Source: an optimization exercise on an open RTL-to-GDS flow (aim: small area and a short achievable clock period). Production flows keep margins and buffers that such runs may drop.
Only simulation tests tie the RTL to the original design; equivalence was not proved.
The clock port is modelled as an ideal driver; clocking choices that lean on that would not hold on a real chip.
Power is estimated from default activity; no workload was simulated.

## v48
==> flow/design.v <==
module axis_master(
    input logic bk_start,
    input logic [31:0] bk_data,
    input logic [3:0] bk_tstrb,
    input logic [3:0] bk_tkeep,
    input logic [1:0] bk_tid,
    input logic [1:0] bk_user,
    output logic bk_nordy,
    output logic bk_done,
    input axi_aclk,
    input axi_aresetn,
    output logic axis_tvalid,
    output logic [31:0] axis_tdata,
    output logic [3:0] axis_tstrb,
    output logic [3:0] axis_tkeep,
    output logic axis_tlast,
    output logic [1:0] axis_tid,
    output logic [1:0] axis_tuser,
    input axis_tready
);
    localparam DEPTH = 8, WIDTH = 44;
    logic [WIDTH - 1:0] fifo [DEPTH - 1:0];
    logic [WIDTH - 1:0] din, o_q, o_n;
    logic [7:0] d_q, d_n, w_q, w_n, cnt_q, cnt_n, nx_q, nx_n;
    logic s_q, v_q, l_q, nordy_q, v_n;
    logic full, wr, rd, byp, hold, show;
    assign din = {bk_data, bk_tstrb, bk_tkeep, bk_tid, bk_user};
    assign full = (d_q == 8'd8);
    assign wr   = bk_start & ~full;
    assign rd   = s_q & v_q & axis_tready;
    logic [7:0] d_inc, d_dec, w_inc;
    logic d_is0, d_is1, d_is2, d_is255, w_is0, w_is1, w_is255;
    logic gt1_inc, gt1_dec, gt1_same, v_inc, v_dec, v_same0, v_same1, v_clr;
    logic [7:0] nx_rot;
    logic [2:0] dl;
    assign d_inc = d_q + 8'd1;
    assign d_dec = d_q - 8'd1;
    assign w_inc = w_q + 8'd1;
    assign d_is0   = (d_q == 8'd0);
    assign d_is1   = (d_q == 8'd1);
    assign d_is2   = (d_q == 8'd2);
    assign d_is255 = (d_q == 8'd255);
    assign w_is0   = (w_q == 8'd0);
    assign w_is1   = (w_q == 8'd1);
    assign w_is255 = (w_q == 8'd255);
    assign gt1_same = ~d_is0 & ~d_is1;
    assign gt1_inc  = ~d_is0 & ~d_is255;
    assign gt1_dec  = ~d_is1 & ~d_is2;
    assign v_inc    = gt1_inc | (d_is0 & w_is0 & ~v_q);    
    assign v_dec    = gt1_dec;                             
    assign v_same0  = gt1_same | (d_is1 & w_is1 & ~v_q);   
    assign v_same1  = gt1_same;                            
    assign v_clr    = ~w_is255;                            
    always_comb begin
        if (l_q) begin
            w_n = wr ? w_inc : 8'd0;
            d_n = wr ? w_inc : 8'd0;
            v_n = wr & v_clr;
        end
        else begin
            w_n = wr ? w_inc : w_q;
            case ({wr, rd})
                2'b10:   begin d_n = d_inc; v_n = v_inc;   end
                2'b01:   begin d_n = d_dec; v_n = v_dec;   end
                2'b11:   begin d_n = d_q;   v_n = v_same1; end
                default: begin d_n = d_q;   v_n = v_same0; end
            endcase
        end
    end
    assign nx_rot = {nx_q[6:0], nx_q[7]};
    always_comb begin
        if (~v_q)      nx_n = 8'b0000_0001;
        else if (~s_q) nx_n = 8'b0000_0010;
        else if (rd)   nx_n = nx_rot;
        else           nx_n = nx_q;
    end
    assign cnt_n = (s_q & ~axis_tready) ? cnt_q + 8'd1 : 8'd0;
    logic en_b, en_h, en_m;
    logic [DEPTH - 1:0] sel;
    assign dl   = d_q[2:0];
    assign byp  = wr & (rd ? (dl == 3'd1) : (dl == 3'd0));
    assign hold = s_q & ~axis_tready;
    assign show = v_q & ~(d_is255 & wr & ~rd);
    assign en_b = show & byp;
    assign en_h = show & ~byp & hold;
    assign en_m = show & ~byp & ~hold;
    assign sel  = nx_q & {DEPTH{en_m}};
    always_comb begin
        o_n = (din & {WIDTH{en_b}}) | (o_q & {WIDTH{en_h}});
        for (int i = 0; i < DEPTH; i++)
            o_n = o_n | (fifo[i] & {WIDTH{sel[i]}});
    end
    always_ff @(posedge axi_aclk) begin
        if (wr) fifo[w_q[2:0]] <= din;
    end
    always_ff @(posedge axi_aclk or negedge axi_aresetn) begin
        if (~axi_aresetn) begin
            d_q     <= 8'd0;
            w_q     <= 8'd0;
            cnt_q   <= 8'd0;
            nx_q    <= 8'b0000_0001;
            s_q     <= 1'b0;
            v_q     <= 1'b0;
            l_q     <= 1'b0;
            nordy_q <= 1'b0;
            o_q     <= '0;
        end
        else begin
            d_q     <= d_n;
            w_q     <= w_n;
            cnt_q   <= cnt_n;
            nx_q    <= nx_n;
            s_q     <= v_q;
            v_q     <= v_n;
            l_q     <= v_q & ~v_n;
            nordy_q <= s_q & ~axis_tready & (cnt_q >= 8'd4) & (cnt_q != 8'd255);
            o_q     <= o_n;
        end
    end
    assign axis_tvalid = s_q;
    assign axis_tlast  = l_q;
    assign bk_done     = l_q;
    assign bk_nordy    = nordy_q;
    assign {axis_tdata, axis_tstrb, axis_tkeep, axis_tid, axis_tuser} = o_q;
endmodule
make LEC_CHECK=0 CAP_MARGIN=20 CORE_MARGIN=2 CORE_UTILIZATION=40 SLEW_MARGIN=20 finish   # period 5.0 ns
run.sh (not shown) runs the stock make flow with config.mk's settings and CLKGATE_MAP_FILE= SYNTH_SCRIPT=/design/flow/synth_recipe.tcl, a recipe that flattens the netlist after the stock synthesis.
No stage failed in v48, and the final checks on the layout all came back clean.
diff inputs: v48 => v59
- SETUP_SLACK_MARGIN now 3.0, previously not set
==> flow/flow/run.sh (new file) <==
#!/bin/bash
# Standard ORFS layout, with one change to the clock tree: after CTS the root
# buffer between the clock port and the first level of clock buffers is
# removed, so the port drives those (two) buffers directly and every
# register's clock passes through two buffers instead of three. Each tool's
# output goes to a log file in this folder.
set -euo pipefail
R=orfs/results/sky130hd/axis_master/base
OPENROAD=$(command -v openroad || echo "$FLOW_HOME/../tools/install/OpenROAD/bin/openroad")
bash standard.sh cts > make_to_cts.log 2>&1
IN_ODB=$R/4_cts.odb OUT_ODB=$R/4_cts.odb "$OPENROAD" -no_init -exit flow/clkroot.tcl > clkroot.log 2>&1
bash standard.sh finish > make_finish.log 2>&1
==> flow/flow/clkroot.tcl (new file) <==
# Drive the first level of clock buffers straight from the clock port:
# remove the single root buffer CTS puts between the port and them, so the
# clock reaches every register through two buffers instead of three.
# Usage: openroad -exit clkroot.tcl with IN_ODB, OUT_ODB set.
read_db $::env(IN_ODB)
set block [ord::get_db_block]
set port_net [$block findNet axi_aclk]
set roots {}
foreach it [$port_net getITerms] {
  lappend roots [$it getInst]
}
if {[llength $roots] != 1} {
  puts "clkroot: port drives [llength $roots] cells, leaving the tree as it is"
} else {
  set root [lindex $roots 0]
  set rnet [[$root findITerm X] getNet]
  set loads {}
  foreach it [$rnet getITerms] {
    if {[$it isInputSignal]} { lappend loads $it }
  }
  if {[llength $loads] > 4} {
    puts "clkroot: root drives [llength $loads] pins, leaving the tree as it is"
  } else {
    foreach it $loads {
      $it disconnect
      $it connect $port_net
    }
    [$root findITerm A] disconnect
    [$root findITerm X] disconnect
    odb::dbInst_destroy $root
    odb::dbNet_destroy $rnet
    puts "clkroot: removed [$root getName]; port now drives [llength $loads] buffers"
  }
}
write_db $::env(OUT_ODB)
==> flow/standard.sh (new file) <==
#!/bin/bash
# synth_recipe.tcl (not shown) runs the flow's synth.tcl, then flattens the netlist and writes it again
# the make line also repeats each setting of config.mk as NAME=value (left out here)
make -C /OpenROAD-flow-scripts/flow DESIGN_CONFIG=/design/flow/config.mk WORK_HOME=/design/flow/orfs CLKGATE_MAP_FILE= SYNTH_SCRIPT=/design/flow/synth_recipe.tcl "${@:-finish}"
removed: flow/run.sh
Results
Wire length of the first global-routing pass, v48 and v59: lower on v48
Diff v48 -> v59: leakage power of the design saw an increase; worst setup slack picked up an extra 0.99 ns.
Relative to v59, the following input files were edited for v22:
- putting CTS_CLUSTER_SIZE at 25 where nothing was set
- putting CTS_CLUSTER_DIAMETER at 120 where nothing was set
==> flow/run.sh (new file) <==
#!/bin/bash
# synth_recipe.tcl (not shown) runs the flow's synth.tcl, then flattens the netlist and writes it again
# the make line also repeats each setting of config.mk as NAME=value (left out here)
make -C /OpenROAD-flow-scripts/flow DESIGN_CONFIG=/design/flow/config.mk WORK_HOME=/design/flow/orfs CLKGATE_MAP_FILE= SYNTH_SCRIPT=/design/flow/synth_recipe.tcl finish
removed: flow/flow/run.sh
removed: flow/flow/clkroot.tcl
removed: flow/standard.sh
Results
Compared to v59, v22 has detailed-route via count 520 lower. From v59 to v22 the numbers moved as follows: via-per-instance ratio went down by about 0.5%, global-route usage rose 0.29 points, post-detailed-routing wire length moved down.
Changes in v52 relative to v22:
- clearing CTS_CLUSTER_SIZE, which used to be 25
- clearing CTS_CLUSTER_DIAMETER, which used to be 120
Results
- Across v22 and v52, none had a timing, DRC or antenna violation.
- NOTE: largest fanout of any net on the critical path in v52 exceeds that of v22
- Critical path depth is higher on v22
- v22 -> v52: placed wire-length estimate delta 0, exact match
- For area of the core, v52 and v22 come out practically identical.
- Delta (v52 minus v22): number of vias after detailed routing increased by 3.7% relative to the old numbers; worst-case setup margin in the final layout moved up.


RTL: the design.v shown in full above, as it stands there.
==> flow/config.mk <==
export PLATFORM = sky130hd
export DESIGN_NAME = axis_master
export DESIGN_NICKNAME = axis_master
export VERILOG_FILES = /design/flow/design.v
export SDC_FILE = /design/flow/constraint.sdc
export NUM_CORES = 4
export LEC_CHECK = 0
export CAP_MARGIN = 20
export CORE_MARGIN = 2
export CORE_UTILIZATION = 40
export CTS_CLUSTER_DIAMETER = 150
export CTS_CLUSTER_SIZE = 30
export SETUP_SLACK_MARGIN = 3.0
export SLEW_MARGIN = 20
==> flow/constraint.sdc <==
create_clock -name core_clock -period 5.0 [get_ports {axi_aclk}]
set_input_delay 1.0000 -clock core_clock [delete_from_list [all_inputs] [get_ports {axi_aclk}]]
set_output_delay 1.0000 -clock core_clock [all_outputs]
set_load 0.01 [all_outputs]
Stock flow here: none of the scripts above is used.
Edit:
==> flow/flow/run.sh (new file) <==
#!/bin/bash
# Standard ORFS layout, with one change to the clock tree: after CTS the root
# buffer between the clock port and the first level of clock buffers is
# removed, so the port drives those (two) buffers directly and every
# register's clock passes through two buffers instead of three. Each tool's
# output goes to a log file in this folder.
set -euo pipefail
R=orfs/results/sky130hd/axis_master/base
OPENROAD=$(command -v openroad || echo "$FLOW_HOME/../tools/install/OpenROAD/bin/openroad")
bash standard.sh cts > make_to_cts.log 2>&1
IN_ODB=$R/4_cts.odb OUT_ODB=$R/4_cts.odb "$OPENROAD" -no_init -exit flow/clkroot.tcl > clkroot.log 2>&1
bash standard.sh finish > make_finish.log 2>&1
==> flow/flow/clkroot.tcl (new file) <==
# Drive the first level of clock buffers straight from the clock port:
# remove the single root buffer CTS puts between the port and them, so the
# clock reaches every register through two buffers instead of three.
# Usage: openroad -exit clkroot.tcl with IN_ODB, OUT_ODB set.
read_db $::env(IN_ODB)
set block [ord::get_db_block]
set port_net [$block findNet axi_aclk]
set roots {}
foreach it [$port_net getITerms] {
  lappend roots [$it getInst]
}
if {[llength $roots] != 1} {
  puts "clkroot: port drives [llength $roots] cells, leaving the tree as it is"
} else {
  set root [lindex $roots 0]
  set rnet [[$root findITerm X] getNet]
  set loads {}
  foreach it [$rnet getITerms] {
    if {[$it isInputSignal]} { lappend loads $it }
  }
  if {[llength $loads] > 4} {
    puts "clkroot: root drives [llength $loads] pins, leaving the tree as it is"
  } else {
    foreach it $loads {
      $it disconnect
      $it connect $port_net
    }
    [$root findITerm A] disconnect
    [$root findITerm X] disconnect
    odb::dbInst_destroy $root
    odb::dbNet_destroy $rnet
    puts "clkroot: removed [$root getName]; port now drives [llength $loads] buffers"
  }
}
write_db $::env(OUT_ODB)
==> flow/standard.sh (new file) <==
#!/bin/bash
# synth_recipe.tcl (not shown) runs the flow's synth.tcl, then flattens the netlist and writes it again
# the make line also repeats each setting of config.mk as NAME=value (left out here)
make -C /OpenROAD-flow-scripts/flow DESIGN_CONFIG=/design/flow/config.mk WORK_HOME=/design/flow/orfs CLKGATE_MAP_FILE= SYNTH_SCRIPT=/design/flow/synth_recipe.tcl "${@:-finish}"
- CTS_CLUSTER_DIAMETER: 150 -> 120
- CTS_CLUSTER_SIZE: 30 -> 25
- SETUP_SLACK_MARGIN: 3.0 -> 3.3
removed: flow/run.sh
Effect: The new run passed the timing, design-rule and antenna checks; synthesized area stays the same; final cell count goes up by roughly a tenth; core utilization came out higher by 7.9 points; first-iteration DRC count grows by a quarter to a third; total power went up by about a fifth; clock power goes up by a few percent; count of clock-buffer cells in the layout came out higher by 4; wire length rose by a quarter to a third; via count rises by about a fifth; non-clock buffer count rose by 155.
Edit:
--- a/flow/flow/run.sh
+++ b/flow/flow/run.sh
@@ -5,3 +5,5 @@
 # register's clock passes through two buffers instead of three. Each tool's
-# output goes to a log file in this folder.
+# output goes to a log file in this folder. The port buffers are
+# sky130_fd_sc_hd__buf_1 instead of the default pick; timing repair resizes
+# them where needed.
 set -euo pipefail
@@ -9,4 +11,4 @@
 OPENROAD=$(command -v openroad || echo "$FLOW_HOME/../tools/install/OpenROAD/bin/openroad")
-bash standard.sh cts > make_to_cts.log 2>&1
+bash standard.sh "BUFFER_PORTS_ARGS=-buffer_cell sky130_fd_sc_hd__buf_1" cts > make_to_cts.log 2>&1
 IN_ODB=$R/4_cts.odb OUT_ODB=$R/4_cts.odb "$OPENROAD" -no_init -exit flow/clkroot.tcl > clkroot.log 2>&1
-bash standard.sh finish > make_finish.log 2>&1
+bash standard.sh "BUFFER_PORTS_ARGS=-buffer_cell sky130_fd_sc_hd__buf_1" finish > make_finish.log 2>&1
- SETUP_SLACK_MARGIN: 3.3 -> 2.9
=> Global-route usage is lower by 6.2 points; count of clock-buffer cells in the layout does not change; cell count shrinks by about 8%; clock skew barely changes; routed wire length decreases by 21%; die area is unchanged; final area goes down by 15%; hold slack improved by 0.0058 ns; sequential power goes up by about 1%; worst setup slack gets better by 0.17 ns; area after synthesis stays the same.
Edit:
==> flow/run.sh (new file) <==
#!/bin/bash
# synth_recipe.tcl (not shown) runs the flow's synth.tcl, then flattens the netlist and writes it again
# the make line also repeats each setting of config.mk as NAME=value (left out here)
make -C /OpenROAD-flow-scripts/flow DESIGN_CONFIG=/design/flow/config.mk WORK_HOME=/design/flow/orfs CLKGATE_MAP_FILE= SYNTH_SCRIPT=/design/flow/synth_recipe.tcl finish
- CTS_BUF_LIST: unset -> sky130_fd_sc_hd__clkbuf_8
- CTS_CLUSTER_DIAMETER: 120 -> unset
- CTS_CLUSTER_SIZE: 25 -> unset
- SETUP_SLACK_MARGIN: 2.9 -> 3.0
removed: flow/flow/run.sh
removed: flow/flow/clkroot.tcl
removed: flow/standard.sh
The changed run finished with timing, DRC and antenna clean. Synthesized cell count does not change. Utilization climbs by 2.2 points. Routed wire length climbs by about 0.4%.
Edit:
==> flow/flow/run.sh (new file) <==
#!/bin/bash
# Standard ORFS layout, with one change to the clock tree: after CTS the root
# buffer between the clock port and the first level of clock buffers is
# removed, so the port drives those (two) buffers directly and every
# register's clock passes through two buffers instead of three. Each tool's
# output goes to a log file in this folder.
set -euo pipefail
R=orfs/results/sky130hd/axis_master/base
OPENROAD=$(command -v openroad || echo "$FLOW_HOME/../tools/install/OpenROAD/bin/openroad")
bash standard.sh cts > make_to_cts.log 2>&1
IN_ODB=$R/4_cts.odb OUT_ODB=$R/4_cts.odb "$OPENROAD" -no_init -exit flow/clkroot.tcl > clkroot.log 2>&1
bash standard.sh finish > make_finish.log 2>&1
==> flow/flow/clkroot.tcl (new file) <==
# Drive the first level of clock buffers straight from the clock port:
# remove the single root buffer CTS puts between the port and them, so the
# clock reaches every register through two buffers instead of three.
# Usage: openroad -exit clkroot.tcl with IN_ODB, OUT_ODB set.
read_db $::env(IN_ODB)
set block [ord::get_db_block]
set port_net [$block findNet axi_aclk]
set roots {}
foreach it [$port_net getITerms] {
  lappend roots [$it getInst]
}
if {[llength $roots] != 1} {
  puts "clkroot: port drives [llength $roots] cells, leaving the tree as it is"
} else {
  set root [lindex $roots 0]
  set rnet [[$root findITerm X] getNet]
  set loads {}
  foreach it [$rnet getITerms] {
    if {[$it isInputSignal]} { lappend loads $it }
  }
  if {[llength $loads] > 4} {
    puts "clkroot: root drives [llength $loads] pins, leaving the tree as it is"
  } else {
    foreach it $loads {
      $it disconnect
      $it connect $port_net
    }
    [$root findITerm A] disconnect
    [$root findITerm X] disconnect
    odb::dbInst_destroy $root
    odb::dbNet_destroy $rnet
    puts "clkroot: removed [$root getName]; port now drives [llength $loads] buffers"
  }
}
write_db $::env(OUT_ODB)
==> flow/standard.sh (new file) <==
#!/bin/bash
# synth_recipe.tcl (not shown) runs the flow's synth.tcl, then flattens the netlist and writes it again
# the make line also repeats each setting of config.mk as NAME=value (left out here)
make -C /OpenROAD-flow-scripts/flow DESIGN_CONFIG=/design/flow/config.mk WORK_HOME=/design/flow/orfs CLKGATE_MAP_FILE= SYNTH_SCRIPT=/design/flow/synth_recipe.tcl "${@:-finish}"
- CTS_BUF_LIST: sky130_fd_sc_hd__clkbuf_8 -> unset
- CTS_CLUSTER_DIAMETER: unset -> 120
- CTS_CLUSTER_SIZE: unset -> 25
- SETUP_SLACK_MARGIN: 3.0 -> 2.8
removed: flow/run.sh
- The new run ran to the end with no violations
- hold slack gains 0.10 ns
- clock power fell by well over a third
- via count fell by a few percent
- first-iteration DRC count rose by about a fifth
- power fell by roughly a tenth
Edit:
- CTS_CLUSTER_DIAMETER: 120 -> 100
- CTS_CLUSTER_SIZE: 25 -> 20
- SETUP_SLACK_MARGIN: 2.8 -> 3.0
The changed run ran to the end with no violations.
Design area is higher by 2.1%.
Sequential power barely changes.
Setup slack gains 0.10 ns.
Critical path depth is lower by 7.
Routed wire length is higher by 4.9%.
Maximum frequency is higher by 5.0%.

## separate check: timing with driven ports
In the flow no input, the clock included, has a driving cell. The finished layouts below were timed again as built, in two steps.
Step 1: set_driving_cell puts a clkbuf_16 on axi_aclk and a buf_2 on each other input, an assumption about the parent block.
Step 2, shift: input delay + t, output delay - t, t = (earliest + latest rising clock arrival at the registers) / 2. This alone moves slack from input paths to output paths.
Three values: ideal ports, drivers, drivers and shift; two values: the first two.
run	t, ns	setup WS [ns]	hold WS [ns]
v48	0.598	1.925 / 1.953 / 1.355	0.492 / 0.492 / 0.492
v59	0.475	2.913 / 2.914 / 2.478	0.491 / 0.491 / 0.491
v22	0.585	2.770 / 2.719 / 2.473	0.442 / 0.426 / 0.497
v52	0.599	2.857 / 2.803 / 2.434	0.437 / 0.418 / 0.491
the first run of note 2	0.583	2.775 / 2.723 / 2.414	0.433 / 0.416 / 0.499
the second run of note 2	0.471	2.751 / 2.751 / 2.330	0.492 / 0.492 / 0.492
the third run of note 2	0.469	2.916 / 2.882 / 2.478	0.498 / 0.498 / 0.498
the fourth run of note 2	0.645	2.789 / 2.738 / 2.341	0.392 / 0.377 / 0.491
the fifth run of note 2	0.464	2.809 / 2.830 / 2.380	0.495 / 0.495 / 0.495
the sixth run of note 2	0.474	2.913 / 2.849 / 2.453	0.495 / 0.495 / 0.495
After both steps every run listed still meets setup and hold. For v48, which loses most, drivers alone change the setup slack by +0.028 ns; drivers and shift together by -0.570 ns.
